This is an optimization exercise on Yosys and OpenROAD, whose aim is small area, a short achievable clock period and few clock cycles, not a production implementation.
At most, simulation tests tie the RTL to the original design; equivalence was not proved.
The RTL of runs 1 and 2 was laid out without a check of its function.
Power figures rest on the tool's default switching activity, not on a simulated workload.

[flow/constraint.sdc]
create_clock -name core_clock -period 5.0 [get_ports {clk}]
set_input_delay 1.0000 -clock core_clock [delete_from_list [all_inputs] [get_ports {clk}]]
set_output_delay 1.0000 -clock core_clock [all_outputs]
set_load 0.01 [all_outputs]
[flow/run.sh]
#!/bin/bash
# synth_recipe.tcl (not shown) runs the flow's synth.tcl, then flattens the netlist and writes it again
# the make line also repeats each setting of config.mk as NAME=value (left out here)
make -C /OpenROAD-flow-scripts/flow DESIGN_CONFIG=/design/flow/config.mk WORK_HOME=/design/flow/orfs CLKGATE_MAP_FILE= SYNTH_SCRIPT=/design/flow/synth_recipe.tcl finish
[flow/config.mk]
export PLATFORM = sky130hd
export DESIGN_NAME = is_prime
export DESIGN_NICKNAME = is_prime
export VERILOG_FILES = /design/flow/design.v
export SDC_FILE = /design/flow/constraint.sdc
export NUM_CORES = 4
export LEC_CHECK = 0
export ABC_CLOCK_PERIOD_IN_PS = 3000
export CAP_MARGIN = 20
export CORE_MARGIN = 2
export CORE_UTILIZATION = 40
export CTS_BUF_LIST = sky130_fd_sc_hd__clkbuf_8
export CTS_CLUSTER_DIAMETER = 60
export CTS_CLUSTER_SIZE = 16
export SETUP_SLACK_MARGIN = 1.3
export SLEW_MARGIN = 20
[flow/design.v]
module mont_step #(
    parameter W = 34
) (
    input  [W-1:0] s,
    input  [W-1:0] c,
    input          ci,
    input  [1:0]   a,
    input  [32:0]  b,
    input  [31:0]  n,
    output [W-1:0] s_o,
    output [W-1:0] c_o,
    output         ci_o
);
    localparam WT = W + 3;
    wire [WT-1:0] p0 = a[0] ? {{(WT-33){1'b0}}, b} : {WT{1'b0}};
    wire [WT-1:0] p1 = a[1] ? {{(WT-33){1'b0}}, b} : {WT{1'b0}};
    wire [WT-1:0] sx = {{(WT-W){1'b0}}, s};
    wire [WT-1:0] cx = {{(WT-W){1'b0}}, c};
    wire [2:0] k0 = s[0] + c[0] + ci + p0[0];
    wire q0  = s[0] ^ c[0] ^ ci ^ p0[0];
    wire c0m = (k0 == 3'd1) | (k0 == 3'd2);      
    wire q1  = s[1] ^ c[1] ^ p0[1] ^ (q0 & n[1]) ^ c0m ^ p1[0];
    wire [WT-1:0] m0 = q0 ? {{(WT-32){1'b0}}, n} : {WT{1'b0}};
    wire [WT-1:0] m1 = q1 ? {{(WT-33){1'b0}}, n, 1'b0} : {WT{1'b0}};
    wire [WT-1:0] o2 = {p1[WT-2:0], ci};
    wire [WT-1:0] u1 = sx ^ cx ^ p0;
    wire [WT-1:0] v1 = {((sx & cx) | (sx & p0) | (cx & p0)), 1'b0};
    wire [WT-1:0] u2 = u1 ^ v1 ^ o2;
    wire [WT-1:0] v2 = {((u1 & v1) | (u1 & o2) | (v1 & o2)), 1'b0};
    wire [WT-1:0] u3 = u2 ^ v2 ^ m0;
    wire [WT-1:0] v3 = {((u2 & v2) | (u2 & m0) | (v2 & m0)), 1'b0};
    wire [WT-1:0] u4 = u3 ^ v3 ^ m1;
    wire [WT-1:0] v4 = (u3 & v3) | (u3 & m1) | (v3 & m1);
    assign s_o  = u4[W+1:2];
    assign c_o  = v4[W:1];
    assign ci_o = v4[0];
endmodule
`timescale 1ns / 1ps
module is_prime
#(
    parameter WIDTH = 32
) (
    input clk,
    input rst_n,
    input valid_i,
    output ready_i,
    input [WIDTH-1:0] number,
    output reg result,
    output valid_o,
    input ready_o
);
    localparam K  = 2;           
    localparam NC = 17;          
    localparam M  = K * NC;      
    localparam W  = 34;          
    localparam S_IDLE  = 0,
               S_CLASS = 1,
               S_SETUP = 2,      
               S_FIX   = 3,      
               S_MUL   = 4,      
               S_CONV  = 5,      
               S_DBL   = 6,      
               S_CHK   = 7,      
               S_DONE  = 8,
               S_HORN  = 9,      
               S_CHKW  = 10;     
    localparam NS = 11;
    localparam [1:0] OP_SQR  = 2'd0,     
                     OP_SQRC = 2'd1,     
                     OP_CHK  = 2'd3;     
    reg [NS-1:0] st;
    reg [1:0]   op;
    reg [31:0]  n;
    reg [34:0]  x;           
    reg [32:0]  ar;          
    reg [W-1:0] sr, cr;      
    reg         ci;
    reg [K-1:0] ab;          
    reg [5:0]   cnt;
    reg [4:0]   e;           
    reg [4:0]   spos;        
    reg [4:0]   tpos;        
    reg [1:0]   base;        
    reg [1:0]   r3;
    reg [2:0]   r5, r7;
    reg [3:0]   r11, r13;
    reg [4:0]   r17, r19, r23;
    assign ready_i = st[S_IDLE];
    assign valid_o = st[S_DONE];
    wire nbit = n[e];
    reg  nbr;                
    wire at_s = (e == spos);
    wire any_zero = (r3 == 0) | (r5 == 0) | (r7 == 0) | (r11 == 0) |
                    (r13 == 0) | (r17 == 0) | (r19 == 0) | (r23 == 0);
    reg n_le1, n_eq2, small_n, small_prime;
    reg sp_in;
    always @(*) begin
        case (number[4:0])
            5'd3, 5'd5, 5'd7, 5'd11, 5'd13, 5'd17, 5'd19, 5'd23: sp_in = (number[31:5] == 0);
            default: sp_in = 1'b0;
        endcase
    end
    wire         mul = st[S_MUL];
    wire [W-1:0] s_nx, c_nx;
    wire         ci_nx;
    mont_step #(.W(W)) u_step (
        .s(sr), .c(cr), .ci(ci), .a(ab), .b(x[32:0]), .n(n),
        .s_o(s_nx), .c_o(c_nx), .ci_o(ci_nx)
    );
    wire [K*NC+K-1:0] xz = {{(K*NC+K-33){1'b0}}, x[32:0]};
    wire [K-1:0] ab_nx = xz[K * cnt + K +: K];
    localparam [1:0] H_DBL = 2'd0, H_ADD = 2'd1, H_RED = 2'd2;
    function [1:0] hop_of(input [1:0] b, input [3:0] k);
        begin
            hop_of = H_DBL;
            if (b == 1) begin              
                case (k)
                    4'd1, 4'd4: hop_of = H_ADD;
                    4'd2, 4'd5: hop_of = H_RED;
                    default:    hop_of = H_DBL;
                endcase
            end else begin                 
                case (k)
                    4'd1, 4'd4, 4'd7, 4'd11: hop_of = H_ADD;
                    4'd2, 4'd5, 4'd8, 4'd12: hop_of = H_RED;
                    default:                 hop_of = H_DBL;
                endcase
            end
        end
    endfunction
    wire hlast = (base == 1) ? (cnt[3:0] == 4'd5) : (cnt[3:0] == 4'd12);
    reg f_sum;               
    reg f_dbl, f_add, f_red, f_fix;
    reg f_ax;                
    reg nneg;                
    reg npos;                
    wire [34:0] n2   = {2'b00, n, 1'b0};
    wire [34:0] ca   = {1'b0, sr} | (f_dbl ? {x[33:0], 1'b0} : 35'd0)
                                  | (f_ax ? x : 35'd0);
    wire [34:0] cb   = {1'b0, cr} | (f_add ? {2'b00, ar} : 35'd0)
                                  | (nneg ? ~n2 : 35'd0) | (npos ? n2 : 35'd0);
    wire [34:0] sum  = ca + cb + {34'd0, nneg | ci};
    wire [32:0] y    = sum[32:0];
    reg  eq_m1, eq_1;        
    wire chk_pass = eq_m1 | (at_s & eq_1);
    reg [NS-1:0] st_n;
    reg [1:0] op_n;
    reg [4:0] e_n;
    reg [1:0] base_n;
    reg [5:0] cnt_n;
    reg       res_n;
    reg       setup_start;     
    task advance;
        begin
            st_n[S_MUL] = 1'b1;
            cnt_n = 0;
            if (at_s) op_n = OP_CHK;
            else begin op_n = OP_SQR; e_n = e - 1; end
        end
    endtask
    always @(*) begin
        st_n = {NS{1'b0}}; op_n = op; e_n = e; base_n = base; cnt_n = cnt + 1;
        res_n = result; setup_start = 1'b0;
        if (st[S_IDLE]) begin
            if (valid_i) st_n[S_CLASS] = 1'b1;
            else st_n[S_IDLE] = 1'b1;
        end
        if (st[S_CLASS]) begin
            if (!n[0] || n_le1) begin
                res_n = n_eq2;
                st_n[S_DONE] = 1'b1;
            end else begin
                base_n = 2'd0;
                setup_start = 1'b1;
            end
        end
        if (st[S_SETUP]) begin
            e_n = e - 1;
            if (cnt == M - 1 && base == 0 && (small_n || any_zero)) begin
                res_n = !any_zero | small_prime;
                st_n[S_DONE] = 1'b1;
            end else if (cnt == M - 1) begin
                e_n = tpos;
                st_n[S_FIX] = 1'b1;
            end else
                st_n[S_SETUP] = 1'b1;
        end
        if (st[S_FIX])
            advance;
        if (st[S_DBL])
            st_n[S_FIX] = 1'b1;
        if (st[S_HORN]) begin
            if (hlast) st_n[S_FIX] = 1'b1;
            else st_n[S_HORN] = 1'b1;
        end
        if (st[S_MUL]) begin
            if (cnt == NC - 1) st_n[S_CONV] = 1'b1;
            else st_n[S_MUL] = 1'b1;
        end
        if (st[S_CONV]) begin
            cnt_n = 0;
            case (op)
                OP_SQR: begin
                    if (nbr) begin       
                        if (base == 0) st_n[S_DBL] = 1'b1;
                        else st_n[S_HORN] = 1'b1;
                    end else advance;
                end
                OP_SQRC: begin op_n = OP_CHK; st_n[S_MUL] = 1'b1; end
                default: st_n[S_CHKW] = 1'b1;
            endcase
        end
        if (st[S_CHKW])
            st_n[S_CHK] = 1'b1;
        if (st[S_CHK]) begin
            cnt_n = 0;
            if (chk_pass) begin
                if (base == 2) begin
                    res_n = 1'b1;
                    st_n[S_DONE] = 1'b1;
                end else begin
                    base_n = base + 1;
                    setup_start = 1'b1;
                end
            end else if (e == 1) begin
                res_n = 1'b0;
                st_n[S_DONE] = 1'b1;
            end else begin
                op_n = OP_SQRC;
                e_n  = e - 1;
                st_n[S_MUL] = 1'b1;
            end
        end
        if (st[S_DONE]) begin
            if (ready_o) st_n[S_IDLE] = 1'b1;
            else st_n[S_DONE] = 1'b1;
        end
        if (setup_start) begin
            st_n[S_SETUP] = 1'b1;
            cnt_n = 0;
            e_n   = 5'd31;
        end
    end
    wire [1:0] hop_n  = hop_of(base_n, cnt_n[3:0]);
    wire       dbl_n  = st_n[S_SETUP] | st_n[S_DBL] | (st_n[S_HORN] & (hop_n == H_DBL));
    wire       add_n  = st_n[S_HORN] & (hop_n == H_ADD);
    wire       red_n  = st_n[S_HORN] & (hop_n == H_RED);
    wire       fix_n  = st_n[S_FIX];
    wire       cx_n   = st_n[S_CONV] & (op_n != OP_CHK);
    wire [34:0] x_nx = f_sum ? sum :
                       setup_start ? (st[S_CLASS] ? 35'd2 : (base == 0) ? 35'd7 : 35'd61) :
                       x;
    always @(posedge clk, negedge rst_n) begin
        if (!rst_n) begin
            st     <= {{(NS-1){1'b0}}, 1'b1};
            result <= 1'b0;
        end else begin
            st     <= st_n;
            result <= res_n;
        end
    end
    always @(posedge clk) begin
        op   <= op_n;
        e    <= e_n;
        base <= base_n;
        cnt  <= cnt_n;
        if (st[S_IDLE] && valid_i) begin
            n <= number;
            n_le1 <= (number[31:1] == 0);
            n_eq2 <= (number == 32'd2);
            small_n <= (number[31:9] == 0);
            small_prime <= sp_in;
        end
        eq_m1 <= (ar == {1'b0, n[31:1], 1'b0});
        eq_1  <= (ar == 33'd1);
        f_dbl <= dbl_n;
        f_add <= add_n;
        f_red <= red_n;
        f_fix <= fix_n;
        f_ax  <= add_n | red_n | fix_n;
        f_sum <= dbl_n | add_n | red_n | fix_n | cx_n;
        nneg <= (dbl_n & !x_nx[34]) | (red_n & !x[34]);
        npos <= (dbl_n | fix_n) & x_nx[34];
        ci <= mul & ci_nx;
        sr <= mul ? s_nx : {W{1'b0}};
        cr <= mul ? c_nx : {W{1'b0}};
        if (st_n[S_MUL] && !mul)
            ab <= (op_n == OP_CHK) ? {{(K-1){1'b0}}, 1'b1} : x_nx[K-1:0];
        else
            ab <= (op == OP_CHK) ? {K{1'b0}} : ab_nx;
        x  <= x_nx;
        if (st[S_CONV])
            ar <= y;
        if (st[S_SETUP] && !cnt[5] && nbit && e != 0)
            spos <= e;
        if (setup_start)
            tpos <= 5'd0;
        else if (st[S_SETUP] && !cnt[5] && nbit && tpos == 0)
            tpos <= e;
        nbr <= nbit;
        if (!st[S_SETUP] || cnt == 0) begin
            r3 <= 0; r5 <= 0; r7 <= 0; r11 <= 0; r13 <= 0; r17 <= 0; r19 <= 0; r23 <= 0;
        end else begin
            r3  <= rmod3 ({r3,  nbr});
            r5  <= rmod5 ({r5,  nbr});
            r7  <= rmod7 ({r7,  nbr});
            r11 <= rmod11({r11, nbr});
            r13 <= rmod13({r13, nbr});
            r17 <= rmod17({r17, nbr});
            r19 <= rmod19({r19, nbr});
            r23 <= rmod23({r23, nbr});
        end
    end
    function [1:0] rmod3(input [2:0] t);  rmod3  = (t >= 3)  ? t - 3  : t; endfunction
    function [2:0] rmod5(input [3:0] t);  rmod5  = (t >= 5)  ? t - 5  : t; endfunction
    function [2:0] rmod7(input [3:0] t);  rmod7  = (t >= 7)  ? t - 7  : t; endfunction
    function [3:0] rmod11(input [4:0] t); rmod11 = (t >= 11) ? t - 11 : t; endfunction
    function [3:0] rmod13(input [4:0] t); rmod13 = (t >= 13) ? t - 13 : t; endfunction
    function [4:0] rmod17(input [5:0] t); rmod17 = (t >= 17) ? t - 17 : t; endfunction
    function [4:0] rmod19(input [5:0] t); rmod19 = (t >= 19) ? t - 19 : t; endfunction
    function [4:0] rmod23(input [5:0] t); rmod23 = (t >= 23) ? t - 23 : t; endfunction
endmodule
==> notes.md, run 1 <==
Most common cell after layout, fill and taps aside = inv_1
Fraction of layout instances using a drive strength above 1 = 7.88%
Endpoints failing setup = 0
Post-Syn Area = 0.0168 mm^2
Crit path time final = 3.54 ns
Fin cells = 2240
Syn Area/Cell = 10.2 um^2
Vias in the first global route = 12652
Mapped Nets = 1879
Post-route ant nets = 0
Measured slew at the worst slew-check pin = 1.16 ns
Pwr per Cell Area = 493 mW/mm^2
Layout area overhead = 10.6%
Worst skew pair latency = 0.64 ns
Clock H-tree levels = 1
Worst VDD drop = 0.000216 V
DIE HEIGHT = 209 um
Hold Slack = 0.372 ns
Status = finished clean
I/O Buffers = 38
Post-CTS Hold Buffers = 0
Hold path cells = 0
Reg2Reg Launch Point = nneg
Gr ovfl total = 0
Largest net degree at the start of global routing = 70
Final net count = 1905
Crit path DAT = 3.92 ns
Clock buffer depth = 3
Async SR Flop Fraction = 4.78%
Most frequent cells in the layout = inv_1 (164), and2_1 (158), nand2_1 (156)
CTS clock-pin slew for the worst setup and hold paths = 0.11 ns
GRT Total Usage = 20.7%
Synth cell types = 81
DR vias = 12338
1st-iter DRT viols = 791
DIE WIDTH = 209 um
DR vias/cell = 5.51
Peak Freq = 282 MHz
Post-synth EDFFs = 106
Total leakage power = 7.52 nW
R2r setup slk = 1.46 ns
CP Max Fanout = 31
Inst Count DP = 2183
Initial antenna violation count = 2
R2R Path End = x[23]
Clk_skew = 0.0292 ns
Register-to-Register Path Depth = 12
Detailed placement HPWL = 32400 um
Ys flop type = dfxtp_1
Hold endpoint = st[7]
Initial Utilization = 40.3%
YS warnings = 1
# clock sinks = 251
First-pass GRT wire length = 71100 um
Routed Wire Length = 44200 um
RSZ-0062 raised after global routing = yes
Startpoint types = register
CTS tree = done
Sequential share of the synthesized area = 36.6%
DRC viols = 0
Core area = 0.0417 mm^2
Number of slew-limit violations in the final report = 0
WL/cell = 19.8 um
Mapped Cells = 1651
Dpl ws = 1.04 ns
Num CTS Buffers = 30
Setup TNS = 0 ns
Worst min path class = register to register
IO Pins = 39
Part of the cycle the worst path needs = 70.8%
Diodes inserted = 0
Crit path required time = 5.38 ns
Hold path start = st[10]
GP Congestion = 0.904
Slack of the critical path = 1.46 ns
Critical Path End Type = register
Hold Vio Cnt, Final = 0
DIE AREA = 0.0436 mm^2
Final total power = 9.16 mW
Root Driver = clkbuf_8
Row count = 75
DR pass1 iterations = 5
Rel. slew slack = 22.5%
Yosys reg bits = 251
Setup CP Type = register to register
MaxCap Viol Count = 0
metal layers:
metal | GRT usage [%] | part of all wire, % | vias up
met1 | 28.1 | 44 | 6145
met5 | 0 | 0.057 | -
met2 | 33.9 | 47 | 350
met4 | 7.78 | 3.7 | 4
met3 | 2.86 | 4.9 | 86
li1 | - | - | 5753
worst max path at each step:
stage               cells after the start    end  slack (ns)  startpoint
CTS                                    12  x[32]        1.29        f_ax
finish                                 12  x[23]        1.46        nneg
global route                           12  x[32]        1.25       f_add
global placement                        6  n_eq2        0.45  number[31]
floorplan                              13  x[32]        1.34       f_add
detailed placement                     12  x[32]        1.04        f_ax
cells in the mapped netlist, drive strengths merged (7+ instances only):
master | count | area share [%]
a211oi | 7 | 0.31
a21boi | 8 | 0.36
a21o | 19 | 0.85
a21oi | 104 | 3.1
a221o | 34 | 2.0
a31oi | 10 | 0.46
and2 | 159 | 5.9
and3 | 9 | 0.34
buf | 14 | 0.49
clkbuf | 53 | 1.2
dfrtp | 11 | 1.6
dfxtp | 133 | 16
edfxtp | 106 | 19
fa | 129 | 15
ha | 63 | 4.7
inv | 163 | 3.6
mux2i | 14 | 0.84
mux4 | 19 | 2.6
nand2 | 156 | 3.5
nand2b | 18 | 0.67
nand3 | 16 | 0.51
nand4 | 12 | 0.45
nor2 | 84 | 1.9
nor2b | 11 | 0.41
nor3 | 19 | 0.57
nor3b | 7 | 0.31
nor4 | 21 | 0.78
o211ai | 35 | 1.6
o21a | 11 | 0.49
o21ai | 38 | 1.2
or3 | 10 | 0.37
or4 | 7 | 0.31
xnor2 | 48 | 2.7
xor2 | 33 | 1.7
power breakdown:
group          internal [mW]  switching (mW)
clock network          0.766           0.905
registers               2.70           0.595
logic                   1.77            2.42
total                   5.23            3.92
final cells by class:
class                   instances  area [um^2]
multi-input cells            1170         9840
fillers                      3992        23100
clock inverters                19          184
inverters                     163          612
flip-flops and latches        251         6150
well taps                     539          674
repair buffers                 61          591
clock buffers                  37          509
cell families (layout without fill, tap and decap cells):
kind of cell    Yosys count  after routing  synth area share (%)
mux                      35             35                  3.54
flops                   251            251                  36.6
buf+inv                 230            280                  5.33
xor+xnor                 81             81                  4.41
fa+ha+maj               193            193                  20.2
simple gates            548            548                  17.0
compound gates          313            313                  12.9
metrics by stage:
| stage | cell area [um^2] | utilization [%] |
|---|---|---|
| floorplan | 16800 | - |
| global placement | 17700 | 42.5 |
| detailed placement | 17700 | 42.6 |
| CTS | 18500 | 44.3 |
| global route | 18600 | 44.5 |
| finish | 18600 | 44.5 |
what timing repair did:
item / in CTS / in global routing
gates cloned: 0 / 1
pin swaps: 1 / 1
setup endpoints to repair: 47 / 37
buffers inserted: 0 / 0
gates resized for setup: 10 / 15
registers in the layout, indices dropped and copies added, names as in the netlist, 3 cells and up:
signal / count
x: 35
spos: 5
cnt: 6
sr: 34
e: 5
r5: 3
r17: 5
r7: 3
r23: 5
r13: 4
r11: 4
st: 11
n: 32
ar: 33
tpos: 5
cr: 34
r19: 5
worst max-delay path, cell delays in order (launching register included):
cell,delay [ns]
dfxtp_1,0.38
inv_1,0.15
buf_8,0.25
o211ai_1,0.14
ha_1,0.45
nand4_1,0.28
or4_1,0.46
a21oi_1,0.15
or3b_4,0.21
a31oi_2,0.16
o21ai_1,0.34
xor2_1,0.13
and2_1,0.18
==> run 2, diff against run 1 <==
--- a/flow/config.mk
+++ b/flow/config.mk
@@ -11,5 +11,5 @@
 export CORE_UTILIZATION = 40
-export CTS_BUF_LIST = sky130_fd_sc_hd__clkbuf_8
-export CTS_CLUSTER_DIAMETER = 60
-export CTS_CLUSTER_SIZE = 16
+export CTS_BUF_LIST = sky130_fd_sc_hd__clkbuf_4 sky130_fd_sc_hd__clkbuf_8
+export CTS_CLUSTER_DIAMETER = 40
+export CTS_CLUSTER_SIZE = 12
 export SETUP_SLACK_MARGIN = 1.3
==> notes.md, run 2 <==
Crit path DAT = 4.05 ns (was 3.92 ns)
Crit path required time = 5.53 ns (was 5.38 ns)
DR pass1 iterations = 5 (unchanged)
Total leakage power = 7.75 nW (was 7.52 nW)
Crit path time final = 3.51 ns (was 3.54 ns)
Gr ovfl total = 0 (unchanged)
Fraction of layout instances using a drive strength above 1 = 9.90% (was 7.88%)
Worst min path class = register to register (unchanged)
Sequential share of the synthesized area = 36.6% (unchanged)
Setup CP Type = register to register (unchanged)
Number of post-CTS setup repair buffers = 0 (unchanged)
CTS tree = done (unchanged)
Row count = 75 (unchanged)
R2r setup slk = 1.49 ns (was 1.46 ns)
Clock H-tree levels = 2 (was 1)
Pwr per Cell Area = 527 mW/mm^2 (was 493 mW/mm^2)
Endpoints failing setup = 0 (unchanged)
DIE HEIGHT = 209 um (unchanged)
Post-route ant nets = 0 (unchanged)
CP Cell Sequence = buf_4, nand2_1, o211ai_1, ha_1, o21a_1, o21a_1, o21ai_1, o311ai_1, o21a_1, or4_1, a32o_1, o21ai_0 (was inv_1, buf_8, o211ai_1, ha_1, nand4_1, or4_1, a21oi_1, or3b_4, a31oi_2, o21ai_1, xor2_1, and2_1)
CTS clock-pin slew for the worst setup and hold paths = 0.06 ns (was 0.11 ns)
GRT Total Usage = 21.1% (was 20.7%)
Largest registers = x: 35 flops, cr: 34 flops, sr: 34 flops (unchanged)
CP Max Fanout = 18 (was 31)
Yosys reg bits = 251 (unchanged)
First-pass GRT wire length = 72000 um (was 71100 um)
DR vias/cell = 5.47 (was 5.51)
Initial antenna violation count = 1 (was 2)
Worst VDD drop = 0.000218 V (was 0.000216 V)
1st-iter DRT viols = 779 (was 791)
Largest net degree at the start of global routing = 70 (unchanged)
# clock sinks = 251 (unchanged)
MaxCap Viol Count = 0 (unchanged)
Measured slew at the worst slew-check pin = 1.16 ns (about the same)
Most common cell after layout, fill and taps aside = inv_1 (unchanged)
Clk_skew = 0.0188 ns (was 0.0292 ns)
Async SR Flop Fraction = 4.78% (unchanged)
Top reg by flops = x (unchanged)
RSZ-0062 raised after global routing = yes (unchanged)
GP Congestion = 0.904 (unchanged)
Clock buffer depth = 3 (unchanged)
WL/cell = 19.6 um (was 19.8 um)
YS warnings = 1 (unchanged)
Synth cell types = 81 (unchanged)
Worst skew pair latency = 0.62 ns (was 0.64 ns)
Peak Freq = 285 MHz (was 282 MHz)
DR vias = 12452 (was 12338)
Syn Area/Cell = 10.2 um^2 (unchanged)
I/O Buffers = 38 (unchanged)
Cell taking the most area after synthesis = edfxtp_1 (unchanged)
Layout area overhead = 13.6% (was 10.6%)
Part of the cycle the worst path needs = 70.3% (was 70.8%)
Core area = 0.0417 mm^2 (unchanged)
Number of slew-limit violations in the final report = 0 (unchanged)
Hold Vio Cnt, Final = 0 (unchanged)
Most Frequent Cell on Critical Path = o21a_1
CP peak stage delay = 0.55 ns (was 0.46 ns)
Critical Path End Type = register (unchanged)
Post-synth EDFFs = 106 (unchanged)
Routed Wire Length = 44500 um (was 44200 um)
Setup TNS = 0 ns (unchanged)
Largest register FFs = 35 (unchanged)
Initial Utilization = 40.3% (unchanged)
DRC viols = 0 (unchanged)
Root Driver = clkbuf_8 (unchanged)
Vias in the first global route = 12856 (was 12652)
Top-area cell type share of the netlist area = 19.0% (unchanged)
DIE AREA = 0.0436 mm^2 (unchanged)
Rel. slew slack = 23.0% (was 22.5%)
Mapped Cells = 1651 (unchanged)
Ys flop type = dfxtp_1 (unchanged)
Commonest cells post-synth = inv_1 (162), and2_1 (159), nand2_1 (156) (unchanged)
Fin cells = 2277 (was 2240)
Detailed placement HPWL = 32400 um (unchanged)
Post-CTS Hold Buffers = 0 (unchanged)
Most frequent cells in the layout = inv_1 (162), and2_1 (158), nand2_1 (156) (was inv_1 (164), and2_1 (158), nand2_1 (156))
Status = finished clean (unchanged)
Post-Syn Area = 0.0168 mm^2 (unchanged)
Top post-synthesis cells by area = edfxtp_1 (19%), dfxtp_1 (16%), fa_1 (15%) (unchanged)
Mapped Nets = 1879 (unchanged)
Inst Count DP = 2183 (unchanged)
Startpoint types = register (unchanged)
IO Pins = 39 (unchanged)
Most frequent cell after synthesis = inv_1 (unchanged)
CP max stage cell = dfxtp_2 (was or4_1)
Diodes inserted = 0 (unchanged)
Final net count = 1925 (was 1905)
DIE WIDTH = 209 um (unchanged)
Num CTS Buffers = 51 (was 30)
-- run 2: cell type report --
type	instances	area (um^2)
fillers	3953	22600
multi-input cells	1170	9840
flip-flops and latches	251	6150
clock buffers	59	781
well taps	539	674
inverters	163	612
repair buffers	60	562
clock inverters	35	438
-- run 2: report_power, final --
| group | switching, mW | internal (mW) |
|---|---|---|
| clock | 1.06 | 1.49 |
| sequential | 0.595 | 2.71 |
| combinational | 2.42 | 1.76 |
-- run 2: path summary, 6_finish.rpt --
check,to,cells after the start,from
max,nneg,12,npos
min,st[7],0,st[10]
max reg2reg,nneg,12,npos
min reg2reg,st[7],0,st[10]
max in group asynchronous,st[8],1,rst_n
min in group asynchronous,result,1,rst_n
-- run 2: cells by family (layout without fill, tap and decap cells) --
family	count (synthesis)	after routing	synth area share [%]
buffers and inverters	230	317	5.33
muxes	35	35	3.54
DFF	251	251	36.6
and+or+nand+nor	548	548	17.0
AOI/OAI and AO/OA	313	313	12.9
adders and majority gates	193	193	20.2
xor gates and xnor gates	81	81	4.41
-- run 2: stage by stage --
stage	total power, mW	setup WS (ns)	utilization [%]	hold WS, ns	area [um^2]
after floorplan	6.23	1.34	-	0.331	16800
after global placement	7.33	0.452	42.5	0.334	17700
after detailed placement	7.44	1.04	42.6	0.340	17700
after CTS	10.1	1.29	45.6	0.355	19000
after global routing	10.7	1.26	45.8	0.378	19100
final	10.0	1.49	45.8	0.354	19100
-- run 2: what timing repair did --
item                                    4_1_cts  5_1_grt
endpoints found under the setup margin       43       30
endpoints found under the hold margin         0        0
pin swaps                                     1        1
gates resized for setup                       8       18
-- run 2: metal layers --
metal	global-route usage, %	wire length [um]	vias to the layer above
met4	9.41	1740	2
met5	0	8	-
met1	28.1	19500	6156
met3	3.14	2570	89
li1	-	-	5811
met2	34.2	20700	394
-- run 2: worst max-delay path: cells and delay by family, from the launching register on --
family,cells,cell delay [ns]
compound gates,8,1.70
flops,1,0.55
simple gates,2,0.48
fa+ha+maj,1,0.37
buf+inv,1,0.33
==> run 3, diff against run 2 <==
--- a/flow/design.v
+++ b/flow/design.v
@@ -18,6 +18,13 @@
     wire [WT-1:0] cx = {{(WT-W){1'b0}}, c};
-    wire [2:0] k0 = s[0] + c[0] + ci + p0[0];
-    wire q0  = s[0] ^ c[0] ^ ci ^ p0[0];
-    wire c0m = (k0 == 3'd1) | (k0 == 3'd2);      
-    wire q1  = s[1] ^ c[1] ^ p0[1] ^ (q0 & n[1]) ^ c0m ^ p1[0];
+    wire q0 = s[0] ^ c[0] ^ ci ^ p0[0];
+    reg  g;
+    always @(*) begin
+        case ({s[0], c[0], ci, p0[0]})
+            4'b0000, 4'b1111: g = 1'b0;                              
+            4'b0001, 4'b0010, 4'b0100, 4'b1000: g = !n[1];           
+            4'b0111, 4'b1011, 4'b1101, 4'b1110: g = n[1];            
+            default: g = 1'b1;                                       
+        endcase
+    end
+    wire q1 = s[1] ^ c[1] ^ p0[1] ^ p1[0] ^ g;
     wire [WT-1:0] m0 = q0 ? {{(WT-32){1'b0}}, n} : {WT{1'b0}};
--- a/flow/config.mk
+++ b/flow/config.mk
@@ -11,5 +11,2 @@
 export CORE_UTILIZATION = 40
-export CTS_BUF_LIST = sky130_fd_sc_hd__clkbuf_4 sky130_fd_sc_hd__clkbuf_8
-export CTS_CLUSTER_DIAMETER = 40
-export CTS_CLUSTER_SIZE = 12
 export SETUP_SLACK_MARGIN = 1.3
==> notes.md, run 3 <==
Sequential share of the synthesized area = 36.8% (was 36.6%)
Hold Vio Cnt, Final = 0 (unchanged)
Post-route ant nets = 0 (unchanged)
Slack of the critical path = 1.51 ns (was 1.49 ns)
Row count = 74 (was 75)
Pwr per Cell Area = 505 mW/mm^2 (was 527 mW/mm^2)
Initial Utilization = 40.7% (was 40.3%)
Fin cells = 2226 (was 2277)
Crit path required time = 5.47 ns (was 5.53 ns)
Crit path time final = 3.49 ns (was 3.51 ns)
Startpoint types = register (unchanged)
1st-iter DRT viols = 900 (was 779)
Largest registers = x: 35 flops, cr: 34 flops, sr: 34 flops (unchanged)
Core area = 0.0410 mm^2 (was 0.0417 mm^2)
# clock sinks = 251 (unchanged)
Inst Count DP = 2170 (was 2183)
Largest net degree at the start of global routing = 72 (was 70)
Gr ovfl total = 0 (unchanged)
GP Congestion = 0.930 (was 0.904)
Ys flop type = dfxtp_1 (unchanged)
Dpl cell area = 0.0177 mm^2 (about the same)
Setup TNS = 0 ns (unchanged)
Top post-synthesis cells by area = edfxtp_1 (19%), dfxtp_1 (16%), fa_1 (15%) (unchanged)
Clock buffer depth = 3 (unchanged)
Largest register FFs = 35 (unchanged)
Rel. slew slack = 27.8% (was 23.0%)
Crit path from = ab[0] (was npos)
Most frequent cell after synthesis = inv_1 (unchanged)
Fillers = 3866 (was 3953)
GRT Total Usage = 20.4% (was 21.1%)
Worst min path class = register to register (unchanged)
DRC viols = 0 (unchanged)
Reg2Reg Launch Point = ab[0] (was npos)
Root Driver = clkbuf_16 (was clkbuf_8)
Register-to-Register Path Depth = 9 (was 12)
Total leakage power = 7.56 nW (was 7.75 nW)
Mapped Cells = 1648 (was 1651)
CTS clock-pin slew for the worst setup and hold paths = 0.06 ns (about the same)
Diodes inserted = 0 (unchanged)
Final instance area = 0.0187 mm^2 (was 0.0191 mm^2)
Clk_skew = 0.0139 ns (was 0.0188 ns)
First-pass GRT wire length = 69800 um (was 72000 um)
R2R Path End = sr[17] (was nneg)
Most common cell after layout, fill and taps aside = inv_1 (unchanged)
RSZ-0062 raised after global routing = no (was yes)
DIE WIDTH = 208 um (was 209 um)
Number of slew-limit violations in the final report = 0 (unchanged)
Worst skew pair latency = 0.57 ns (was 0.62 ns)
Crit path DAT = 3.95 ns (was 4.05 ns)
Mapped Nets = 1874 (was 1879)
Layout area overhead = 11.9% (was 13.6%)
Syn Area/Cell = 10.1 um^2 (was 10.2 um^2)
DR vias = 12219 (was 12452)
IO Pins = 39 (unchanged)
Yosys reg bits = 251 (unchanged)
Commonest cells post-synth = inv_1 (166), and2_1 (159), nand2_1 (151) (was inv_1 (162), and2_1 (159), nand2_1 (156))
I/O Buffers = 38 (unchanged)
Area of the multi-input gates = 0.00975 mm^2 (was 0.00984 mm^2)
Hold path cells = 0 (unchanged)
Post-synth EDFFs = 106 (unchanged)
CTS tree = done (unchanged)
Worst VDD drop = 0.000325 V (was 0.000218 V)
Post-CTS Hold Buffers = 0 (unchanged)
Vias in the first global route = 12456 (was 12856)
Final total power = 9.44 mW (was 10.0 mW)
Layout Utilization = 45.6% (was 45.8%)
Measured slew at the worst slew-check pin = 1.08 ns (was 1.16 ns)
Part of the cycle the worst path needs = 69.7% (was 70.3%)
Register area = 0.00616 mm^2 (was 0.00615 mm^2)
Hold endpoint = st[7] (unchanged)
Detailed placement HPWL = 31700 um (was 32400 um)
DIE HEIGHT = 208 um (was 209 um)
CP Max Fanout = 32 (was 18)
Dpl ws = 0.772 ns (was 1.04 ns)
CP max stage cell = xnor2_4 (was dfxtp_2)
WL/cell = 19.5 um (was 19.6 um)
CP peak stage delay = 0.85 ns (was 0.55 ns)
DR pass1 iterations = 5 (unchanged)
Initial antenna violation count = 0 (was 1)
Hold Slack = 0.352 ns (was 0.354 ns)
Top-area cell type share of the netlist area = 19.1% (was 19.0%)
CP Cell Sequence = nand2_1, fa_1, inv_1, o21ai_0, a221oi_2, xnor2_4, and2_1, fa_1, and2_1 (was buf_4, nand2_1, o211ai_1, ha_1, o21a_1, o21a_1, o21ai_1, o311ai_1, o21a_1, or4_1, a32o_1, o21ai_0)
Status = finished clean (unchanged)
Critical Path End Type = register (unchanged)
Endpoints failing setup = 0 (unchanged)
Synth cell types = 74 (was 81)
MaxCap Viol Count = 0 (unchanged)
DIE AREA = 0.0434 mm^2 (was 0.0436 mm^2)
DR vias/cell = 5.49 (was 5.47)
R2r setup slk = 1.51 ns (was 1.49 ns)
Peak Freq = 287 MHz (was 285 MHz)
Top reg by flops = x (unchanged)
Most frequent cells in the layout = inv_1 (166), and2_1 (158), nand2_1 (151) (was inv_1 (162), and2_1 (158), nand2_1 (156))
Num CTS Buffers = 30 (was 51)
Post-Syn Area = 0.0167 mm^2 (was 0.0168 mm^2)
Hold path start = st[10] (unchanged)
Routed Wire Length = 43300 um (was 44500 um)
Cell taking the most area after synthesis = edfxtp_1 (unchanged)
Clock H-tree levels = 1 (was 2)
YS warnings = 2 (was 1)
Final net count = 1896 (was 1925)
Fraction of layout instances using a drive strength above 1 = 7.02% (was 9.90%)
Async SR Flop Fraction = 4.78% (unchanged)
Setup CP Type = register to register (unchanged)
## run 3: power breakdown
| part | internal (mW) | total [mW] | switching, mW |
|---|---|---|---|
| combinational | 1.70 | 3.94 | 2.23 |
| clock | 1.27 | 2.16 | 0.896 |
| sequential | 2.70 | 3.34 | 0.642 |
## run 3: kinds of logic (layout without fill, tap and decap cells)
kind of cell | Yosys count | count (layout) | share of synthesized area [%]
muxes | 38 | 38 | 3.86
DFF | 251 | 251 | 36.8
buffers and inverters | 233 | 279 | 5.43
and+or+nand+nor | 556 | 556 | 17.4
adders and majority gates | 191 | 191 | 20.1
AOI/OAI and AO/OA | 295 | 295 | 12.0
xor gates and xnor gates | 84 | 84 | 4.49
## run 3: worst max-delay path by stage
stage	slack, ns	to	cells after the start
detailed placement	0.77	ar[32]	11
CTS	1.37	x[18]	12
global route	1.28	sr[17]	9
finish	1.51	sr[17]	9
floorplan	1.42	x[32]	13
global placement	0.84	ar[32]	11
## run 3: routing by layer
metal	GRT usage, %	share of wire [%]
met1	27.8	44
met2	32.6	46
met5	0	0
met3	4.35	7.4
met4	6.08	3.0
## run 3: layout make-up
type                            count  share of cell area [%]
Clock buffer                       43                    4.71
Clock inverter                     13                   0.488
Inverter                          168                    3.37
Multi-Input combinational cell   1164                    52.1
Sequential cell                   251                    32.9
Tap cell                          532                    3.56
Timing Repair Buffer               55                    2.78
## run 3: worst max-delay path: cells and delay by family (launching register included)
kind / cells / cell delay (ns)
buffers and inverters: 1 / 0.07
DFF: 1 / 0.54
adders and majority gates: 2 / 1.00
AOI/OAI and AO/OA: 2 / 0.25
and+or+nand+nor: 3 / 0.63
xor gates and xnor gates: 1 / 0.85
## run 3: timing repair
item                                    in CTS  in global routing
pin swaps                                    0                  5
gates resized for setup                      9                 12
setup buffers                                0                  0
endpoints found under the setup margin      95                 36
Testbench counts of run 3, summed over its fixed seeds: cycles 37,394.
==> run 4, diff against run 3 <==
--- a/flow/config.mk
+++ b/flow/config.mk
@@ -11,3 +11,3 @@
 export CORE_UTILIZATION = 40
-export SETUP_SLACK_MARGIN = 1.3
+export SETUP_SLACK_MARGIN = 1.5
 export SLEW_MARGIN = 20
==> notes.md, run 4 <==
Post-Syn Area = 0.0167 mm^2 (unchanged)
Final net count = 1916 (was 1896)
Clk_skew = 0.0218 ns (was 0.0139 ns)
Synth cell types = 74 (unchanged)
Post-synth EDFFs = 106 (unchanged)
Worst min path class = register to register (unchanged)
Setup TNS = 0 ns (unchanged)
IO Pins = 39 (unchanged)
Async SR Flop Fraction = 4.78% (unchanged)
GP Congestion = 0.936 (was 0.930)
DIE WIDTH = 208 um (unchanged)
Hold Vio Cnt, Final = 0 (unchanged)
Gr ovfl total = 0 (unchanged)
YS warnings = 2 (unchanged)
Vias in the first global route = 12427 (was 12456)
Initial Utilization = 40.7% (unchanged)
Largest registers = x: 35 flops, cr: 34 flops, sr: 34 flops (unchanged)
CTS tree = done (unchanged)
Final instance area = 0.0191 mm^2 (was 0.0187 mm^2)
Dpl cell area = 0.0177 mm^2 (unchanged)
Worst VDD drop = 0.000331 V (was 0.000325 V)
Crit path required time = 5.45 ns (was 5.47 ns)
Top-area cell type share of the netlist area = 19.1% (unchanged)
Peak Freq = 294 MHz (was 287 MHz)
Worst skew pair latency = 0.58 ns (was 0.57 ns)
Core area = 0.0410 mm^2 (unchanged)
DRC viols = 0 (unchanged)
Final total power = 9.82 mW (was 9.44 mW)
Most frequent cells in the layout = inv_1 (166), and2_1 (157), nand2_1 (151) (was inv_1 (166), and2_1 (158), nand2_1 (151))
Most common cell after layout, fill and taps aside = inv_1 (unchanged)
Commonest cells post-synth = inv_1 (166), and2_1 (159), nand2_1 (151) (unchanged)
Fraction of layout instances using a drive strength above 1 = 8.99% (was 7.02%)
Crit path DAT = 3.85 ns (was 3.95 ns)
Sequential share of the synthesized area = 36.8% (unchanged)
CP max stage cell = a221o_1 (was xnor2_4)
Top reg by flops = x (unchanged)
Crit path from = f_ax (was ab[0])
Hold path cells = 0 (unchanged)
Diodes inserted = 0 (unchanged)
Mapped Cells = 1648 (unchanged)
Mapped Nets = 1874 (unchanged)
DIE AREA = 0.0434 mm^2 (unchanged)
Ys flop type = dfxtp_1 (unchanged)
Largest register FFs = 35 (unchanged)
DR pass1 iterations = 5 (unchanged)
CP peak stage delay = 0.42 ns (was 0.85 ns)
Pwr per Cell Area = 515 mW/mm^2 (was 505 mW/mm^2)
Rel. slew slack = 33.1% (was 27.8%)
DR vias/cell = 5.52 (was 5.49)
WL/cell = 19.6 um (was 19.5 um)
CP Max Fanout = 23 (was 32)
Num CTS Buffers = 29 (was 30)
CP Cell Sequence = buf_6, a221o_1, ha_1, and4_2, and2_4, a221o_1, a2111oi_4, buf_4, nor3b_4, o21a_1, o31ai_2, o32ai_1 (was nand2_1, fa_1, inv_1, o21ai_0, a221oi_2, xnor2_4, and2_1, fa_1, and2_1)
First-pass GRT wire length = 70400 um (was 69800 um)
Reg2Reg Launch Point = f_ax (was ab[0])
Detailed placement HPWL = 31700 um (about the same)
1st-iter DRT viols = 887 (was 900)
Cell taking the most area after synthesis = edfxtp_1 (unchanged)
Yosys reg bits = 251 (unchanged)
Fillers = 3803 (was 3866)
Most frequent cell after synthesis = inv_1 (unchanged)
MaxCap Viol Count = 0 (unchanged)
Most Frequent Cell on Critical Path = a221o_1
Initial antenna violation count = 2 (was 0)
GRT Total Usage = 20.6% (was 20.4%)
Critical Path End Type = register (unchanged)
Clock buffer depth = 3 (unchanged)
Measured slew at the worst slew-check pin = 1.00 ns (was 1.08 ns)
Crit path time final = 3.40 ns (was 3.49 ns)
Total leakage power = 7.72 nW (was 7.56 nW)
Startpoint types = register (unchanged)
# clock sinks = 251 (unchanged)
DR vias = 12401 (was 12219)
RSZ-0062 raised after global routing = yes (was no)
Clock H-tree levels = 1 (unchanged)
Register-to-Register Path Depth = 12 (was 9)
Post-route ant nets = 0 (unchanged)
Part of the cycle the worst path needs = 68.1% (was 69.7%)
CTS clock-pin slew for the worst setup and hold paths = 0.06 ns (about the same)
Layout area overhead = 14.1% (was 11.9%)
Top post-synthesis cells by area = edfxtp_1 (19%), dfxtp_1 (16%), fa_1 (15%) (unchanged)
Endpoints failing setup = 0 (unchanged)
Number of slew-limit violations in the final report = 0 (unchanged)
Row count = 74 (unchanged)
DIE HEIGHT = 208 um (unchanged)
Routed Wire Length = 43900 um (was 43300 um)
Root Driver = clkbuf_16 (unchanged)
Status = finished clean (unchanged)
Syn Area/Cell = 10.1 um^2 (unchanged)
Setup CP Type = register to register (unchanged)
Hold path start = st[10] (unchanged)
Hold Slack = 0.360 ns (was 0.352 ns)
I/O Buffers = 38 (unchanged)
Layout Utilization = 46.5% (was 45.6%)
Largest net degree at the start of global routing = 72 (unchanged)
-- run 4: cell counts after synthesis --
No cell type changed its count.
-- run 4: critical path: cells and delay by family (launching register included) --
kind            cells  cell delay (ns)
compound gates      6             1.76
fa+ha+maj           1             0.35
buf+inv             2             0.37
flops               1             0.31
simple gates        3             0.48
-- run 4: final timing paths --
| check | endpoint | slack, ns |
|---|---|---|
| worst min-delay path | st[7] | 0.36 |
| max in group asynchronous | st[4] | 3.70 |
| worst max-delay path | nneg | 1.60 |
| min in group asynchronous | result | 0.82 |
| worst min register to register | st[7] | 0.36 |
| worst max register to register | nneg | 1.60 |
-- run 4: area by class of cell --
cell class | count | area [um^2] | area share, %
sequential | 251 | 6170 | 32.4
tap | 532 | 666 | 3.49
timing repair buffer | 75 | 702 | 3.68
multi-input combinational | 1165 | 9860 | 51.7
inverter | 168 | 631 | 3.31
clock buffer | 34 | 786 | 4.12
clock inverter | 20 | 256 | 1.35
-- run 4: layer usage --
layer  up-vias  part of all wire [%]  global-route usage, %
li1       5743                     -                      -
met5         -                     0                      0
met4         0                   3.0                   6.23
met2       401                    46                   33.1
met3        76                   7.0                   2.97
met1      6181                    44                   28.8
-- run 4: power breakdown --
group | internal, mW | switching (mW) | leakage, nW
clock network | 1.43 | 0.896 | 0.518
logic | 1.85 | 2.32 | 4.96
registers | 2.70 | 0.637 | 2.24
-- run 4: timing repair --
action	in CTS	in global routing
setup endpoints to repair	105	41
hold buffers	0	0
buffers inserted	8	12
gates cloned	1	0
gates resized for setup	16	31
pin swaps	8	15
-- run 4: metrics by stage --
step	std cells	worst slack [ns]
6_report	2245	1.60
3_5_place_dp	2170	0.747
2_1_floorplan	1648	1.52
5_1_grt	2245	1.47
3_3_place_gp	2170	0.827
4_1_cts	2233	1.48
-- run 4: cell families (layout without fill, tap and decap cells) --
kind of cell    Yosys count  in the layout  synth area share (%)
simple gates            556            556                  17.4
compound gates          295            295                  12.0
flops                   251            251                  36.8
buf+inv                 233            297                  5.43
fa+ha+maj               191            191                  20.1
xor+xnor                 84             85                  4.49
mux                      38             38                  3.86
==> run 5, diff against run 4 <==
--- a/flow/config.mk
+++ b/flow/config.mk
@@ -11,3 +11,6 @@
 export CORE_UTILIZATION = 40
-export SETUP_SLACK_MARGIN = 1.5
+export CTS_BUF_LIST = sky130_fd_sc_hd__clkbuf_8
+export CTS_CLUSTER_DIAMETER = 60
+export CTS_CLUSTER_SIZE = 16
+export SETUP_SLACK_MARGIN = 1.3
 export SLEW_MARGIN = 20
==> notes.md, run 5 <==
R2r setup slk = 1.51 ns (was 1.60 ns)
Routed Wire Length = 43400 um (was 43900 um)
First-pass GRT wire length = 70100 um (was 70400 um)
Synth cell types = 74 (unchanged)
Post-CTS Hold Buffers = 0 (unchanged)
CTS clock-pin slew for the worst setup and hold paths = 0.10 ns (was 0.06 ns)
Yosys reg bits = 251 (unchanged)
Endpoints failing setup = 0 (unchanged)
DR pass1 iterations = 5 (unchanged)
Syn Area/Cell = 10.1 um^2 (unchanged)
Row count = 74 (unchanged)
Root Driver = clkbuf_8 (was clkbuf_16)
GP Congestion = 0.930 (was 0.936)
Final instance area = 0.0184 mm^2 (was 0.0191 mm^2)
CP max stage cell = or4b_1 (was a221o_1)
DIE AREA = 0.0434 mm^2 (unchanged)
CP Max Fanout = 19 (was 23)
Detailed placement HPWL = 31700 um (about the same)
Pwr per Cell Area = 488 mW/mm^2 (was 515 mW/mm^2)
Commonest cells post-synth = inv_1 (166), and2_1 (159), nand2_1 (151) (unchanged)
Clock H-tree levels = 1 (unchanged)
Clk_skew = 0.0271 ns (was 0.0218 ns)
DR vias = 12186 (was 12401)
Ys flop type = dfxtp_1 (unchanged)
MaxCap Viol Count = 0 (unchanged)
Crit path required time = 5.48 ns (was 5.45 ns)
DIE HEIGHT = 208 um (unchanged)
CTS tree = done (unchanged)
Dpl cell area = 0.0177 mm^2 (unchanged)
Cell taking the most area after synthesis = edfxtp_1 (unchanged)
Part of the cycle the worst path needs = 69.9% (was 68.1%)
Setup TNS = 0 ns (unchanged)
Most frequent cells in the layout = inv_1 (167), and2_1 (158), nand2_1 (151) (was inv_1 (166), and2_1 (157), nand2_1 (151))
Sequential share of the synthesized area = 36.8% (unchanged)
CP bufs+invs = 1 (was 2)
Number of post-CTS setup repair buffers = 0 (was 8)
Async SR Flop Fraction = 4.78% (unchanged)
Delay-heaviest family, CP = simple AND/OR/NAND/NOR gates (was compound AO/OA/AOI/OAI gates)
DR vias/cell = 5.47 (was 5.52)
Initial antenna violation count = 0 (was 2)
Hold Slack = 0.368 ns (was 0.360 ns)
Total leakage power = 7.44 nW (was 7.72 nW)
GRT Total Usage = 20.4% (was 20.6%)
Layout area overhead = 10.3% (was 14.1%)
CP Cell Sequence = buf_4, a221o_1, ha_1, nand4_1, nor4b_2, o221ai_1, nor2b_2, or4b_1, a31oi_1 (was buf_6, a221o_1, ha_1, and4_2, and2_4, a221o_1, a2111oi_4, buf_4, nor3b_4, o21a_1, o31ai_2, o32ai_1)
DIE WIDTH = 208 um (unchanged)
Final total power = 9.00 mW (was 9.82 mW)
Initial Utilization = 40.7% (unchanged)
Post-route ant nets = 0 (unchanged)
IO Pins = 39 (unchanged)
I/O Buffers = 38 (unchanged)
Mapped Cells = 1648 (unchanged)
RSZ-0062 raised after global routing = yes (unchanged)
Number of slew-limit violations in the final report = 0 (unchanged)
Worst min path class = register to register (unchanged)
Worst VDD drop = 0.000232 V (was 0.000331 V)
DRC viols = 0 (unchanged)
Final net count = 1896 (was 1916)
Startpoint types = register (unchanged)
Hold Vio Cnt, Final = 0 (unchanged)
WL/cell = 19.5 um (was 19.6 um)
Most common cell after layout, fill and taps aside = inv_1 (unchanged)
Fraction of layout instances using a drive strength above 1 = 7.44% (was 8.99%)
Num CTS Buffers = 30 (was 29)
CP peak stage delay = 0.50 ns (was 0.42 ns)
Clock buffer depth = 3 (unchanged)
Largest registers = x: 35 flops, cr: 34 flops, sr: 34 flops (unchanged)
Measured slew at the worst slew-check pin = 1.07 ns (was 1.00 ns)
Fillers = 3891 (was 3803)
Setup CP Type = register to register (unchanged)
Diodes inserted = 0 (unchanged)
Most frequent cell after synthesis = inv_1 (unchanged)
YS warnings = 2 (unchanged)
Crit path time final = 3.49 ns (was 3.40 ns)
1st-iter DRT viols = 981 (was 887)
Gr ovfl total = 0 (unchanged)
# clock sinks = 251 (unchanged)
Status = finished clean (unchanged)
Top reg by flops = x (unchanged)
Post-synth EDFFs = 106 (unchanged)
Largest register FFs = 35 (unchanged)
Rel. slew slack = 28.4% (was 33.1%)
Peak Freq = 286 MHz (was 294 MHz)
Vias in the first global route = 12528 (was 12427)
Top post-synthesis cells by area = edfxtp_1 (19%), dfxtp_1 (16%), fa_1 (15%) (unchanged)
Mapped Nets = 1874 (unchanged)
Critical Path End Type = register (unchanged)
Crit path DAT = 3.98 ns (was 3.85 ns)
Post-Syn Area = 0.0167 mm^2 (unchanged)
Top-area cell type share of the netlist area = 19.1% (unchanged)
Core area = 0.0410 mm^2 (unchanged)
Largest net degree at the start of global routing = 72 (unchanged)
Worst skew pair latency = 0.64 ns (was 0.58 ns)
[run 5: power breakdown]
group | internal [mW] | switching [mW]
Combinational | 1.70 | 2.23
Clock | 0.755 | 0.968
Sequential | 2.69 | 0.650
Total | 5.15 | 3.85
[run 5: through the flow]
step / util (%) / std cells / setup WS [ns]
2_1_floorplan: - / 1648 / 1.42
3_3_place_gp: 43.0 / 2170 / 0.840
3_5_place_dp: 43.0 / 2170 / 0.772
4_1_cts: 44.8 / 2226 / 1.35
5_1_grt: 45.0 / 2226 / 1.27
6_report: 45.0 / 2226 / 1.51
[run 5: worst paths after layout]
check / end / cells past startpoint / startpoint
setup / recovery: x[27] / 9 / f_dbl
hold / removal: st[7] / 0 / st[10]
setup reg to reg: x[27] / 9 / f_dbl
hold reg to reg: st[7] / 0 / st[10]
max in group asynchronous: st[4] / 1 / rst_n
min in group asynchronous: st[4] / 1 / rst_n
[run 5: area by class of cell]
class | instances | area, um^2 | area share, %
repair buffers | 55 | 524 | 2.84
inverters | 168 | 631 | 3.42
flip-flops and latches | 251 | 6160 | 33.4
well taps | 532 | 666 | 3.61
clock buffers | 31 | 427 | 2.31
multi-input cells | 1164 | 9740 | 52.9
clock inverters | 25 | 284 | 1.54
[run 5: timing repair]
action	CTS	global route
gates resized for setup	9	14
setup endpoints to repair	95	43
pin swaps	0	4
hold endpoints to repair	0	0
[run 5: metal layers]
| metal | part of all wire [%] | wire length, um | GRT usage (%) |
|---|---|---|---|
| met5 | 0 | 0 | 0 |
| met4 | 2.8 | 1220 | 5.98 |
| met3 | 7.3 | 3180 | 4.62 |
| met2 | 46 | 19800 | 32.7 |
| met1 | 44 | 19200 | 27.7 |
[run 5: kinds of logic after synthesis]
kind of cell | after synthesis | synth area share [%]
compound gates | 295 | 12.0
xor+xnor | 84 | 4.49
fa+ha+maj | 191 | 20.1
buf+inv | 233 | 5.43
flops | 251 | 36.8
mux | 38 | 3.86
simple gates | 556 | 17.4
==> run 6, diff against run 5 <==
--- a/flow/config.mk
+++ b/flow/config.mk
@@ -14,3 +14,3 @@
 export CTS_CLUSTER_SIZE = 16
-export SETUP_SLACK_MARGIN = 1.3
+export SETUP_SLACK_MARGIN = 1.7
 export SLEW_MARGIN = 20
==> notes.md, run 6 <==
Routed Wire Length = 45300 um (was 43400 um)
Hold Vio Cnt, Final = 0 (unchanged)
Synth cell types = 74 (unchanged)
Row count = 74 (unchanged)
Setup TNS = 0 ns (unchanged)
Inst Count DP = 2168 (was 2170)
Clock H-tree levels = 1 (unchanged)
Root Driver = clkbuf_8 (unchanged)
Commonest cells post-synth = inv_1 (166), and2_1 (159), nand2_1 (151) (unchanged)
Num CTS Buffers = 28 (was 30)
Ys flop type = dfxtp_1 (unchanged)
Met2 global-route usage = 33.8% (was 32.7%)
Vias in the first global route = 12583 (was 12528)
Synth Area in XOR/XNOR = 4.49% (unchanged)
Adder-Cell Fraction of Synth Area = 20.1% (unchanged)
Compound-Gate Fraction of Synth Area = 12.0% (unchanged)
Largest register FFs = 35 (unchanged)
Most Frequent Cell on Critical Path = fa_2
Number of slew-limit violations in the final report = 0 (unchanged)
First-pass GRT wire length = 71700 um (was 70100 um)
DIE HEIGHT = 208 um (unchanged)
CP max stage cell = dfxtp_4 (was or4b_1)
Most common cell after layout, fill and taps aside = inv_1 (unchanged)
Post-synth EDFFs = 106 (unchanged)
DR vias/cell = 5.52 (was 5.47)
1st-iter DRT viols = 826 (was 981)
Worst VDD drop = 0.000227 V (was 0.000232 V)
CTS tree = done (unchanged)
Crit path required time = 5.40 ns (was 5.48 ns)
Total leakage power = 7.79 nW (was 7.44 nW)
Sequential share of the synthesized area = 36.8% (unchanged)
Delay-heaviest family, CP = compound AO/OA/AOI/OAI gates (was simple AND/OR/NAND/NOR gates)
Post-route ant nets = 0 (unchanged)
Clock buffer depth = 3 (unchanged)
Endpoints failing setup = 0 (unchanged)
Crit path DAT = 3.72 ns (was 3.98 ns)
Fraction of layout instances using a drive strength above 1 = 12.2% (was 7.44%)
Mapped Cells = 1648 (unchanged)
Worst min path class = register to register (unchanged)
Most frequent cell after synthesis = inv_1 (unchanged)
IO Pins = 39 (unchanged)
Initial antenna violation count = 1 (was 0)
Critical Path End Type = register (unchanged)
Top post-synthesis cells by area = edfxtp_1 (19%), dfxtp_1 (16%), fa_1 (15%) (unchanged)
Top-area cell type share of the netlist area = 19.1% (unchanged)
Largest family of logic cells by synthesized area = adder cells (unchanged)
# clock sinks = 251 (unchanged)
Largest registers = x: 35 flops, cr: 34 flops, sr: 34 flops (unchanged)
Simple-Gate Fraction of Synth Area = 17.4% (unchanged)
DIE WIDTH = 208 um (unchanged)
CTS clock-pin slew for the worst setup and hold paths = 0.10 ns (about the same)
Mux cell area share after synthesis = 3.86% (unchanged)
Initial Utilization = 40.7% (unchanged)
Async SR Flop Fraction = 4.78% (unchanged)
Largest net degree at the start of global routing = 72 (unchanged)
Layout area overhead = 15.2% (was 10.3%)
Rel. slew slack = 32.8% (was 28.4%)
Fin cells = 2274 (was 2226)
CP Cell Sequence = buf_12, a21oi_1, fa_2, fa_2, nand2b_1, a21oi_2, a221o_1, a2111oi_4, buf_6, nor3b_4, o21bai_1, a21o_1, and3_1 (was buf_4, a221o_1, ha_1, nand4_1, nor4b_2, o221ai_1, nor2b_2, or4b_1, a31oi_1)
Syn Area/Cell = 10.1 um^2 (unchanged)
GR Util met1 = 29.6% (was 27.7%)
Detailed placement HPWL = 31500 um (was 31700 um)
Status = finished clean (unchanged)
YS warnings = 2 (unchanged)
CP Max Fanout = 9 (was 19)
Clk_skew = 0.0291 ns (was 0.0271 ns)
GRT Total Usage = 21.0% (was 20.4%)
Mapped Nets = 1874 (unchanged)
GP Congestion = 0.910 (was 0.930)
DR pass1 iterations = 5 (unchanged)
Fillers = 3854 (was 3891)
Most frequent cells in the layout = inv_1 (167), and2_1 (157), nand2_1 (151) (was inv_1 (167), and2_1 (158), nand2_1 (151))
Post-Syn Area = 0.0167 mm^2 (unchanged)
Post-CTS Hold Buffers = 0 (unchanged)
Gr ovfl total = 0 (unchanged)
CP peak stage delay = 0.44 ns (was 0.50 ns)
Part of the cycle the worst path needs = 66.3% (was 69.9%)
DR vias = 12558 (was 12186)
Core area = 0.0410 mm^2 (unchanged)
WL/cell = 19.9 um (was 19.5 um)
RSZ-0062 raised after global routing = yes (unchanged)
Global Route met3 Usage = 3.49% (was 4.62%)
Yosys reg bits = 251 (unchanged)
Measured slew at the worst slew-check pin = 1.01 ns (was 1.07 ns)
DIE AREA = 0.0434 mm^2 (unchanged)
MaxCap Viol Count = 0 (unchanged)
Final net count = 1944 (was 1896)
Startpoint types = register (unchanged)
DRC viols = 0 (unchanged)
Worst skew pair latency = 0.64 ns (about the same)
Peak Freq = 302 MHz (was 286 MHz)
Setup CP Type = register to register (unchanged)
Cell taking the most area after synthesis = edfxtp_1 (unchanged)
GR peak layer = met2 (unchanged)
I/O Buffers = 38 (unchanged)
Crit path time final = 3.32 ns (was 3.49 ns)
CP bufs+invs = 2 (was 1)
Top reg by flops = x (unchanged)
Pwr per Cell Area = 492 mW/mm^2 (was 488 mW/mm^2)
## run 6: cell counts after synthesis
No cell type changed its count.
## run 6: path summary, 6_finish.rpt
kind                        start     to  slack, ns  depth (start not counted)
max                          f_ax  x[30]       1.68                         13
min                        st[10]  st[7]       0.35                          0
max reg2reg                  f_ax  x[30]       1.68                         13
min reg2reg                st[10]  st[7]       0.35                          0
max in group asynchronous   rst_n  st[4]       3.76                          1
min in group asynchronous   rst_n  st[6]       0.75                          1
## run 6: logic make-up after synthesis
family / Yosys count
xor+xnor: 84
flops: 251
fa+ha+maj: 191
mux: 38
buf+inv: 233
simple gates: 556
compound gates: 295
## run 6: what timing repair did
| item | in CTS | in global routing |
|---|---|---|
| endpoints found under the setup margin | 116 | 60 |
| gates resized for setup | 51 | 39 |
| pin swaps | 19 | 32 |
| buffers inserted | 26 | 24 |
| gates cloned | 2 | 0 |
## run 6: stage by stage
stage / power [mW] / setup WS, ns / util [%] / area, um^2 / hold WS (ns)
2_1_floorplan: 6.11 / 1.70 / - / 16700 / 0.331
3_3_place_gp: 7.14 / 0.961 / 43.0 / 17600 / 0.333
3_5_place_dp: 7.20 / 0.830 / 43.0 / 17600 / 0.348
4_1_cts: 9.25 / 1.63 / 46.1 / 18900 / 0.357
5_1_grt: 10.1 / 1.53 / 46.9 / 19200 / 0.361
6_report: 9.47 / 1.68 / 46.9 / 19200 / 0.352
## run 6: cell type report
class | instances | area, um^2 | area share (%)
clock inverter | 22 | 275 | 1.43
inverter | 168 | 638 | 3.32
tap | 532 | 666 | 3.46
multi-input combinational | 1165 | 10000 | 52.2
antenna | 2 | 5.00 | 0.0260
sequential | 251 | 6180 | 32.1
timing repair buffer | 104 | 1030 | 5.34
clock buffer | 30 | 413 | 2.15
## run 6: metal layers
metal | vias up | wire (um)
li1 | 5795 | -
met1 | 6318 | 20700
met5 | - | 0
met4 | 0 | 1030
met2 | 377 | 20600
met3 | 68 | 2930
## run 6: where the power goes
part	switching [mW]	leakage (nW)	internal (mW)	total [mW]
logic	2.44	5.20	2.02	4.45
registers	0.626	2.24	2.70	3.32
clock network	0.923	0.349	0.772	1.70
==> run 7, diff against run 6 <==
--- a/flow/config.mk
+++ b/flow/config.mk
@@ -14,3 +14,3 @@
 export CTS_CLUSTER_SIZE = 16
-export SETUP_SLACK_MARGIN = 1.7
+export SETUP_SLACK_MARGIN = 1.5
 export SLEW_MARGIN = 20
==> notes.md, run 7 <==
Hold Slack = 0.367 ns (was 0.352 ns)
Peak Freq = 295 MHz (was 302 MHz)
WL/cell = 19.5 um (was 19.9 um)
Critical Path End Type = register (unchanged)
Detailed placement HPWL = 31700 um (was 31500 um)
Async SR Flop Fraction = 4.78% (unchanged)
Most frequent cells in the layout = inv_1 (167), and2_1 (157), nand2_1 (151) (unchanged)
Num CTS Buffers = 26 (was 28)
Total leakage power = 7.55 nW (was 7.79 nW)
Number of slew-limit violations in the final report = 0 (unchanged)
Clock H-tree levels = 1 (unchanged)
Final net count = 1911 (was 1944)
Synth cell types = 74 (unchanged)
CTS tree = done (unchanged)
Fillers = 3839 (was 3854)
Clk pwr share = 18.5% (was 17.9%)
Routed Wire Length = 43800 um (was 45300 um)
Crit path DAT = 3.84 ns (was 3.72 ns)
DRC viols = 0 (unchanged)
DIE HEIGHT = 208 um (unchanged)
Status = finished clean (unchanged)
Endpoints failing setup = 0 (unchanged)
Layout area overhead = 12.4% (was 15.2%)
Top-area cell type share of the netlist area = 19.1% (unchanged)
DIE AREA = 0.0434 mm^2 (unchanged)
RSZ-0062 raised after global routing = yes (unchanged)
DIE WIDTH = 208 um (unchanged)
Worst VDD drop = 0.000245 V (was 0.000227 V)
Seq pwr share = 36.1% (was 35.1%)
Setup CP Type = register to register (unchanged)
Row count = 74 (unchanged)
R2r setup slk = 1.61 ns (was 1.68 ns)
DR pass1 iterations = 5 (unchanged)
Clk_skew = 0.0486 ns (was 0.0291 ns)
Combinational Power Share = 45.3% (was 47.0%)
Ys flop type = dfxtp_1 (unchanged)
Startpoint types = register (unchanged)
NetSw = 3.82 mW (was 3.99 mW)
GRT Total Usage = 20.4% (was 21.0%)
Largest register FFs = 35 (unchanged)
Dpl ws = 0.747 ns (was 0.830 ns)
CTS clock-pin slew for the worst setup and hold paths = 0.10 ns (about the same)
Most common cell after layout, fill and taps aside = inv_1 (unchanged)
Pwr per Cell Area = 491 mW/mm^2 (was 492 mW/mm^2)
Core area = 0.0410 mm^2 (unchanged)
Sw frac = 41.4% (was 42.1%)
CP Max Fanout = 19 (was 9)
# clock sinks = 251 (unchanged)
Largest net degree at the start of global routing = 72 (unchanged)
Sequential share of the synthesized area = 36.8% (unchanged)
1st-iter DRT viols = 901 (was 826)
Setup TNS = 0 ns (unchanged)
Mapped Cells = 1648 (unchanged)
YS warnings = 2 (unchanged)
Measured slew at the worst slew-check pin = 1.00 ns (was 1.01 ns)
Yosys reg bits = 251 (unchanged)
Gr ovfl total = 0 (unchanged)
Initial Utilization = 40.7% (unchanged)
Clock buffer depth = 3 (unchanged)
DR vias = 12300 (was 12558)
Part of the cycle the worst path needs = 67.9% (was 66.3%)
I/O Buffers = 38 (unchanged)
Initial antenna violation count = 2 (was 1)
Post-route ant nets = 0 (unchanged)
Hold Vio Cnt, Final = 0 (unchanged)
Most frequent cell after synthesis = inv_1 (unchanged)
Cell taking the most area after synthesis = edfxtp_1 (unchanged)
Syn Area/Cell = 10.1 um^2 (unchanged)
First-pass GRT wire length = 69800 um (was 71700 um)
GP Congestion = 0.936 (was 0.910)
Post-Syn Area = 0.0167 mm^2 (unchanged)
Largest registers = x: 35 flops, cr: 34 flops, sr: 34 flops (unchanged)
MaxCap Viol Count = 0 (unchanged)
Final total power = 9.23 mW (was 9.47 mW)
Rel. slew slack = 33.1% (was 32.8%)
DR vias/cell = 5.49 (was 5.52)
Fraction of layout instances using a drive strength above 1 = 9.15% (was 12.2%)
IO Pins = 39 (unchanged)
Crit path required time = 5.45 ns (was 5.40 ns)
Mapped Nets = 1874 (unchanged)
Top reg by flops = x (unchanged)
Commonest cells post-synth = inv_1 (166), and2_1 (159), nand2_1 (151) (unchanged)
Power Internal = 5.41 mW (was 5.49 mW)
Top post-synthesis cells by area = edfxtp_1 (19%), dfxtp_1 (16%), fa_1 (15%) (unchanged)
Crit path time final = 3.39 ns (was 3.32 ns)
Worst skew pair latency = 0.64 ns (about the same)
Root Driver = clkbuf_8 (unchanged)
Worst min path class = register to register (unchanged)
Slack of the critical path = 1.61 ns (was 1.68 ns)
Vias in the first global route = 12377 (was 12583)
Post-synth EDFFs = 106 (unchanged)
run 7: cell count changes in the layout (fill, tap and decap cells not counted), sizes merged:
| cell | previous run | this run |
|---|---|---|
| inv | 180 | 173 |
| bufbuf | 1 | 0 |
| bufinv | 3 | 6 |
| xnor2 | 54 | 55 |
| buf | 65 | 34 |
| clkbuf | 30 | 27 |
| clkinv | 5 | 8 |
run 7: cell type report:
| class | count | area, um^2 | share of cell area [%] |
|---|---|---|---|
| clock inverter | 21 | 317 | 1.69 |
| antenna | 2 | 5.00 | 0.0266 |
| sequential | 251 | 6170 | 32.8 |
| inverter | 168 | 631 | 3.36 |
| tap | 532 | 666 | 3.54 |
| clock buffer | 27 | 372 | 1.98 |
| timing repair buffer | 72 | 681 | 3.62 |
| multi-input combinational | 1166 | 9940 | 52.9 |
run 7: worst paths after layout:
path	startpoint	end	cells after the start
setup reg to reg	f_dbl	x[27]	10
setup / recovery	f_dbl	x[27]	10
hold reg to reg	st[10]	st[7]	0
max in group asynchronous	rst_n	st[4]	1
hold / removal	st[10]	st[7]	0
min in group asynchronous	rst_n	st[1]	1
run 7: repair_timing:
action	4_1_cts	5_1_grt
gates cloned	1	1
buffers inserted	5	12
resized for setup	17	39
pin swaps	7	20
setup endpoints to repair	105	54
hold buffers	0	0
run 7: cells by family after synthesis:
kind of cell,synth area share (%)
AOI/OAI and AO/OA,12.0
muxes,3.86
and+or+nand+nor,17.4
buffers and inverters,5.43
adders and majority gates,20.1
xor gates and xnor gates,4.49
DFF,36.8
run 7: stage by stage:
step / util [%] / instances / cell area [um^2]
floorplan: - / 1648 / 16700
detailed placement: 43.0 / 2170 / 17700
global route: 45.8 / 2237 / 18800
CTS: 45.1 / 2224 / 18500
finish: 45.8 / 2239 / 18800
global placement: 43.0 / 2170 / 17600
run 7: critical path: stages, from the launching register on:
cell and delay (ns):
dfxtp_4 0.45, buf_4 0.24, a221o_1 0.37, ha_1 0.42, nand4_1 0.23, nor4b_2 0.29
buf_4 0.16, o221ai_1 0.19, nor2b_4 0.20, or4b_1 0.49, a31oi_1 0.15
run 7: per-layer routing:
layer	wire [um]	vias up	GRT usage, %
li1	-	5726	-
met1	19500	6127	28.2
met2	20000	375	32.7
met3	3090	70	3.82
met4	1190	2	5.93
met5	13	-	0
run 7: power groups by stage:
stage / logic, mW / registers, mW / clock network (mW)
after detailed placement: 3.86 / 3.37 / 0
after floorplan: 3.09 / 3.01 / 0
after global placement: 3.76 / 3.36 / 0
after CTS: 3.97 / 3.33 / 1.76
final: 4.18 / 3.33 / 1.71
after global routing: 4.64 / 3.40 / 1.84

==> re-timing with driven ports <==
How much do the figures lean on ideal ports? The routed layouts below were timed once more, with nothing changed but the port constraints.
Step 1, drivers: a clkbuf_16 drives clk and a buf_2 each remaining input, both assumed.
Step 2 also shifts input and output timing later by t, the mid clock arrival at the registers, as if the neighbouring blocks saw the same clock.
Three values: no drivers, after step 1, after step 2; two values: the first two.
| run | t, ns | setup WS [ns] |
|---|---|---|
| run 1 | 0.678 | 1.459 / 1.459 / 1.044 |
| run 2 | 0.661 | 1.487 / 1.487 / 1.058 |
| run 3 | 0.619 | 1.514 / 1.514 / 1.514 |
| run 4 | 0.621 | 1.597 / 1.597 / 1.563 |
| run 5 | 0.679 | 1.506 / 1.506 / 1.506 |
| run 6 | 0.677 | 1.684 / 1.684 / 1.426 |
| run 7 | 0.667 | 1.607 / 1.607 / 1.517 |
After both steps every run listed still meets setup and hold.
